Source: an optimization exercise on an open RTL-to-GDS flow (aim: small area, a short achievable clock period and few clock cycles per item). Production flows keep margins and buffers that such runs may drop.
Function was checked by simulation only, so behaviour that the tests miss may differ from the original.

## flow/design.v

```verilog
module simple_alu #(
  parameter int unsigned DataWidth = 64
)(
  input  logic                 clk_i,
  input  logic                 rst_ni,
  input  logic [DataWidth-1:0] a_i,
  input  logic                 a_valid_i,
  output logic                 a_ready_o,
  input  logic [DataWidth-1:0] b_i,
  input  logic                 b_valid_i,
  output logic                 b_ready_o,
  output logic [DataWidth-1:0] result_o,
  output logic                 result_valid_o,
  input  logic                 result_ready_i,
  input  logic [          1:0] alu_config_i
);
  localparam int unsigned CsrAddrAdd = 0;
  localparam int unsigned CsrAddrSub = 1;
  localparam int unsigned CsrAddrMul = 2;
  localparam int unsigned CsrAddrXor = 0;
  logic [DataWidth-1:0] result_wide;
  logic input_success;
  logic output_success;
  logic result_success;
  logic result_valid;
  assign input_success  = a_valid_i && b_valid_i && (!result_valid_o || result_ready_i);
  assign output_success = result_valid_o && result_ready_i;
  always_ff @ (posedge clk_i or negedge rst_ni) begin
    if (!rst_ni) begin
      result_wide  <= {DataWidth{1'b0}};
      result_valid <= 1'b0;
    end else begin
      if(input_success) begin
        case(alu_config_i)
          CsrAddrSub: result_wide <= a_i - b_i;
          CsrAddrMul: result_wide <= a_i * b_i;
          CsrAddrXor: result_wide <= a_i ^ b_i;
          default:    result_wide <= a_i + b_i;
        endcase
        result_valid <= 1'b1;
      end else if (output_success) begin
        result_wide  <= {DataWidth{1'b0}};
        result_valid <= 1'b0;
      end else begin
        result_wide  <= result_wide;
        result_valid <= result_valid;
      end
    end
  end
  assign a_ready_o      = input_success;
  assign b_ready_o      = input_success;
  assign result_valid_o = result_valid;
  assign result_o       = result_wide[DataWidth-1:0];
endmodule
module simple_alu_csr #(
  parameter int unsigned RegCount     = 8,
  parameter int unsigned RegDataWidth = 32,
  parameter int unsigned RegAddrWidth = $clog2(RegCount)
)(
  input  logic                     clk_i,
  input  logic                     rst_ni,
  input  logic [RegAddrWidth-1:0] csr_addr_i,
  input  logic [RegDataWidth-1:0] csr_wr_data_i,
  input  logic                     csr_wr_en_i,
  input  logic                     csr_req_valid_i,
  output logic                    csr_req_ready_o,
  output logic [RegDataWidth-1:0] csr_rd_data_o,
  output logic                    csr_rsp_valid_o,
  input  logic                    csr_rsp_ready_i,
  output logic               [1:0] csr_alu_config_o
);
  logic [RegDataWidth-1:0] csr_reg_set [RegCount];
  logic req_success;
  assign csr_req_ready_o = 1'b1;
  assign req_success = csr_req_valid_i && csr_req_ready_o;
  always_ff @ (posedge clk_i or negedge rst_ni) begin
    if(!rst_ni) begin
      for( int i = 0; i < RegCount; i++) begin
        csr_reg_set[i] <= {RegDataWidth{1'b0}};
      end
    end else begin
      if(req_success && csr_wr_en_i) begin
        csr_reg_set[csr_addr_i] <= csr_wr_data_i;
      end else begin
        csr_reg_set[csr_addr_i] <= csr_reg_set[csr_addr_i];
      end
    end
  end
  logic rsp_success;
  assign rsp_success = csr_rsp_valid_o && csr_rsp_ready_i;
  always_ff @ (posedge clk_i or negedge rst_ni) begin
    if(!rst_ni) begin
      csr_rd_data_o   <= {RegDataWidth{1'b0}};
      csr_rsp_valid_o <= 1'b0;
    end else begin
      if(req_success) begin
        csr_rd_data_o    <= csr_reg_set[csr_addr_i];
        csr_rsp_valid_o <= 1'b1;
      end else if (rsp_success) begin
        csr_rd_data_o   <= {RegDataWidth{1'b0}};
        csr_rsp_valid_o <= 1'b0;
      end else begin
        csr_rd_data_o   <= csr_rd_data_o;
        csr_rsp_valid_o <= csr_rsp_valid_o;
      end
    end
  end
  assign csr_alu_config_o = csr_reg_set[0][1:0];
endmodule
module simple_alu_wrapper #(
  parameter int unsigned SpatPar       = 4,
  parameter int unsigned DataWidth     = 64,
  parameter int unsigned CsrAddrOffset = 8,
  parameter int unsigned RegCount      = 8,
  parameter int unsigned RegDataWidth  = 32,
  parameter int unsigned RegAddrWidth  = $clog2(RegCount)
)(
  input  logic                           clk_i,
  input  logic                           rst_ni,
  input  logic [(SpatPar*DataWidth)-1:0] a_i,
  input  logic                           a_valid_i,
  output logic                           a_ready_o,
  input  logic [(SpatPar*DataWidth)-1:0] b_i,
  input  logic                           b_valid_i,
  output logic                           b_ready_o,
  output logic [(SpatPar*DataWidth)-1:0] result_o,
  output logic                           result_valid_o,
  input  logic                           result_ready_i,
  input  logic [       RegAddrWidth-1:0] csr_addr_i,
  input  logic [       RegDataWidth-1:0] csr_wr_data_i,
  input  logic                           csr_wr_en_i,
  input  logic                           csr_req_valid_i,
  output logic                           csr_req_ready_o,
  output logic [       RegDataWidth-1:0] csr_rd_data_o,
  output logic                           csr_rsp_valid_o,
  input  logic                           csr_rsp_ready_i
);
  logic [SpatPar-1:0][DataWidth-1:0] a_split;
  logic [SpatPar-1:0][DataWidth-1:0] b_split;
  logic [SpatPar-1:0][DataWidth-1:0] result_split;
  logic [SpatPar-1:0] a_ready;
  logic [SpatPar-1:0] b_ready;
  logic [SpatPar-1:0] result_valid;
  always_comb begin
    for (int i = 0; i < SpatPar; i++) begin
      a_split[i] = a_i[i*DataWidth+:DataWidth];
      b_split[i] = b_i[i*DataWidth+:DataWidth];
      result_o[i*DataWidth+:DataWidth] = result_split[i];
    end
    a_ready_o = &a_ready;
    b_ready_o = &b_ready;
    result_valid_o = &result_valid;
  end
  logic [1:0] csr_alu_config;
  for (genvar i = 0; i < SpatPar; i ++) begin: gen_spatpar_muls
    simple_alu #(
      .DataWidth      ( DataWidth       )
    ) i_simple_alu (
      .clk_i          ( clk_i           ),
      .rst_ni         ( rst_ni          ),
      .a_i            ( a_split[i]      ),
      .a_valid_i      ( a_valid_i       ),
      .a_ready_o      ( a_ready[i]      ),
      .b_i            ( b_split[i]      ),
      .b_valid_i      ( b_valid_i       ),
      .b_ready_o      ( b_ready[i]      ),
      .result_o       ( result_split[i] ),
      .result_valid_o ( result_valid[i] ),
      .result_ready_i ( result_ready_i  ),
      .alu_config_i   ( csr_alu_config  )
    );
  end
  simple_alu_csr #(
    .RegCount         ( RegCount        ),
    .RegDataWidth     ( RegDataWidth    ),
    .RegAddrWidth     ( RegAddrWidth    )
  ) i_simple_alu_csr (
    .clk_i            ( clk_i           ),
    .rst_ni           ( rst_ni          ),
    .csr_addr_i       ( csr_addr_i      ),
    .csr_wr_data_i    ( csr_wr_data_i   ),
    .csr_wr_en_i      ( csr_wr_en_i     ),
    .csr_req_valid_i  ( csr_req_valid_i ),
    .csr_req_ready_o  ( csr_req_ready_o ),
    .csr_rd_data_o    ( csr_rd_data_o   ),
    .csr_rsp_valid_o  ( csr_rsp_valid_o ),
    .csr_rsp_ready_i  ( csr_rsp_ready_i ),
    .csr_alu_config_o ( csr_alu_config  )
  );
endmodule
```

## flow/run.sh

```bash
#!/bin/bash
# synth_recipe.tcl (not shown) runs the flow's synth.tcl, then flattens the netlist and writes it again
# the make line also repeats each setting of config.mk as NAME=value (left out here)
make -C /OpenROAD-flow-scripts/flow DESIGN_CONFIG=/design/flow/config.mk WORK_HOME=/design/flow/orfs CLKGATE_MAP_FILE= SYNTH_SCRIPT=/design/flow/synth_recipe.tcl finish
```

## flow/config.mk

```make
export PLATFORM = sky130hd
export DESIGN_NAME = simple_alu_wrapper
export DESIGN_NICKNAME = simple_alu_wrapper
export VERILOG_FILES = /design/flow/design.v
export SDC_FILE = /design/flow/constraint.sdc
export NUM_CORES = 8
export LEC_CHECK = 0
export CAP_MARGIN = 20
export CORE_MARGIN = 2
export CORE_UTILIZATION = 40
export SETUP_SLACK_MARGIN = 3
export SLEW_MARGIN = 20
```

## flow/constraint.sdc

```tcl
create_clock -name core_clock -period 11.0 [get_ports {clk_i}]
set_input_delay 2.2000 -clock core_clock [delete_from_list [all_inputs] [get_ports {clk_i}]]
set_output_delay 2.2000 -clock core_clock [all_outputs]
set_load 0.01 [all_outputs]
```

==> flow_summary.toml <==
[status]
status = "finished clean"

[clock_network]
cts_tree = "built"
cts_sinks = 549
ctsHoldBuffers = 0
cts-htree-levels = 3
clock_path_buffers = 4
clock_latency_ns = 0.90
path_clk_slew_ns = 0.05
cts_buffers = 86
root_buffer = "clkbuf_16"

[setup_path]
crit_slowest_cell = "o211ai_1"
crit_path_start = "a_i[85]"
r2r_cells = 18
crit_required_ns = 11.77
cp-end-kind = "flop"
worstSetupStartpointType = "input port"
r2r_slack_ns = 3.39
critical_path_arrival_ns = 11.00
worst_path_largest_cell_delay_ns = 0.63
path_class = "in -> reg"
crit_top_cell = "fa_1"
reg2reg_from = "i_simple_alu_csr.csr_reg_set[0][0]"
cp_max_fo = 10
r2r_end = "gen_spatpar_muls[2].i_simple_alu.result_wide[36]"

[timing]
period_share = 0.930
setup_viol = 0
skew_ns = 0.136
report.final.slew_viol_count = 0
rsz0062_at_grt = "true"
fmax_ghz = 0.0977
tightest_slew_ns = 1.18
hold_violations = 0
slew_headroom = 0.208
fin_crit_ns = 10.23

[floorplan]
die_area_mm2 = 0.759
dieWidth_um = 871
die_h_um = 871
start_util = 0.401
core_area_mm2 = 0.750
rows = 318
io_pins = 848

[placed_design]
gp_congestion = 0.990
numPortBuffers = 846
dpl_cell_area_mm2 = 0.337
place_hpwl_um = 1020000

[finish]
area_growth_pct = 20.9
final_cell_mix = "inv_1, fa_1, nand2_1"
final_common_cell = "inv_1"
final_area_mm2 = 0.364
fin_nets = 45841
drive_gt1_frac = 0.150

[grt]
overflow = 0
antenna_found_initial = 174
grt_max_degree = 99
first_global_vias = 270030
grt_pass1_wl_um = 1880000
track_usage = 0.340

[logic_synthesis]
synth_edf_count = 0
ys_warn_count = 4
ys_seq_area_frac = 0.0457
synth_top_area_frac = 0.488
synth_seq_cells = 549
synth_nets = 43969
synth_cell_types = 110
synthTopCellsByArea = "fa_1, inv_1, and2_1, nand2_1, ha_1"
async_flop_share = 1.00
synth_area_mm2 = 0.301
ys.flop_type = "dfrtp_1"
syn-mean-instance-area_um2 = 8.73
synth_largest_area_cell = "fa_1"
netlist_instances = 34458

[detailed_routing]
drcViolationCount = 0
drtPass1Iterations = 6
drtIter0Drc = 21521
wl_per_cell_um = 28.3
routed_via_density = 5.40
dr_total_vias = 250674
wl_um = 1310000
drtAntennaViolNets = 0

[min_path]
hold_start = "gen_spatpar_muls[2].i_simple_alu.result_wide[46]"
hold_path.class = "reg -> reg"
hold-path-endpoint = "gen_spatpar_muls[2].i_simple_alu.result_wide[46]"
hold_depth = 2

[run]
drv_cap = 0
## how the worst max path moves through the flow
stage / to / slack, ns / cells past startpoint
after floorplan: gen_spatpar_muls[3].i_simple_alu.result_wide[43] / 0.89 / 31
after global placement: gen_spatpar_muls[1].i_simple_alu.result_wide[57] / -0.77 / 32
after detailed placement: gen_spatpar_muls[1].i_simple_alu.result_wide[60] / -0.67 / 32
after CTS: gen_spatpar_muls[1].i_simple_alu.result_wide[59] / 0.96 / 35
after global routing: gen_spatpar_muls[1].i_simple_alu.result_wide[63] / 0.63 / 38
final: gen_spatpar_muls[1].i_simple_alu.result_wide[59] / 0.77 / 32
## synth_stat cells (79+ instances only)
library cell	number
a211oi_1	97
fa_1	7328
clkbuf_1	2054
xor2_1	419
a31oi_1	80
ha_1	1628
and3_1	89
xnor2_1	848
nand4_1	84
a22o_1	84
and2_1	3588
a221oi_1	79
o31ai_1	80
mux2i_1	139
nand2_1	5498
o21ai_0	790
buf_1	136
o21bai_1	83
nor2b_1	84
inv_1	7900
nand3_1	137
nor2_1	542
nor3_1	149
dfrtp_1	549
a21o_1	350
a21oi_1	832
## sequential cells by signal, summed over array words and instances (netlist names)
signal / flops
i_simple_alu_csr.csr_rd_data_o: 32
i_simple_alu_csr.csr_rsp_valid_o: 1
gen_spatpar_muls.i_simple_alu.result_wide: 256
i_simple_alu_csr.csr_reg_set: 256
gen_spatpar_muls.i_simple_alu.result_valid: 4
## critical path: cells and delay by family
kind / cells / cell delay, ns
adders and majority gates: 12 / 5.49
buffers and inverters: 11 / 1.22
and+or+nand+nor: 2 / 0.43
AOI/OAI and AO/OA: 7 / 1.62
## through the flow
step | util | worst slack (ns) | setup TNS [ns] | std cells | hold WS (ns)
global route | 0.485 | 0.628 | 0 | 46347 | 0.490
detailed placement | 0.449 | -0.675 | -13.68 | 45231 | 0.460
floorplan | - | 0.893 | 0 | 34458 | 0.442
finish | 0.485 | 0.766 | 0 | 46404 | 0.474
global placement | 0.449 | -0.765 | -13.97 | 45230 | 0.455
CTS | 0.474 | 0.962 | 0 | 45993 | 0.471
## kinds of logic after synthesis
family,Yosys count,synth area share
DFF,549,0.0457
AOI/OAI and AO/OA,2985,0.0633
adders and majority gates,8956,0.556
xor gates and xnor gates,1269,0.0370
muxes,152,0.00538
buffers and inverters,10108,0.126
other,1,0.0000125
and+or+nand+nor,10438,0.167
## final cells by class
cell class                 instances  area (um2)
antenna                           91         228
clock buffer                      99        2320
clock inverter                    52         677
fill                           71107      386000
inverter                        7902       29700
multi-input combinational      23801      259000
sequential                       549       13700
tap                             9920       12400
timing repair buffer            3990       45800
## repair_timing
item / 4_1_cts / 5_1_grt
buffers inserted: 500 / 269
gates resized for setup: 2090 / 1093
cloned: 111 / 51
pin swaps: 896 / 873
endpoints found under the hold margin: 0 / 0
endpoints found under the setup margin: 214 / 211
## layer usage
metal,part of all wire,track usage,up-vias
li1,-,-,104495
met5,0.00052,0,-
met4,0.085,0.207,80
met2,0.45,0.540,12103
met1,0.37,0.423,130769
met3,0.095,0.0763,3227
Testbench counts, summed over its fixed seeds: cycles 9,260, items 9,060.

-- static timing again, ports no longer ideal --
The flow's constraints put no driver on any port. The routed layout listed below was extracted and timed again, unchanged, in two steps. Step 1 sets driving cells, clkbuf_16 on the clock port and buf_2 on the other inputs (assumed; they add their load-dependent delay and slew). Step 2 adds t to the input delays and takes it off the output delays; t is the mean of the earliest and latest rising clock arrival at the registers after step 1. Input paths then give back, and output paths get back, about the clock's delay inside the block. Slacks: ideal ports / drivers / drivers and shift; pairs: ideal ports / drivers.
t, ns: 0.958
setup WS [ns]: 0.766 / 0.777 / -0.181
clock arrival spread, ns: 0.162 / 0.162
With both steps, setup timing fails in this run, where it was met with ideal ports. For this run, drivers alone change the setup slack by +0.011 ns; drivers and shift together by -0.947 ns.
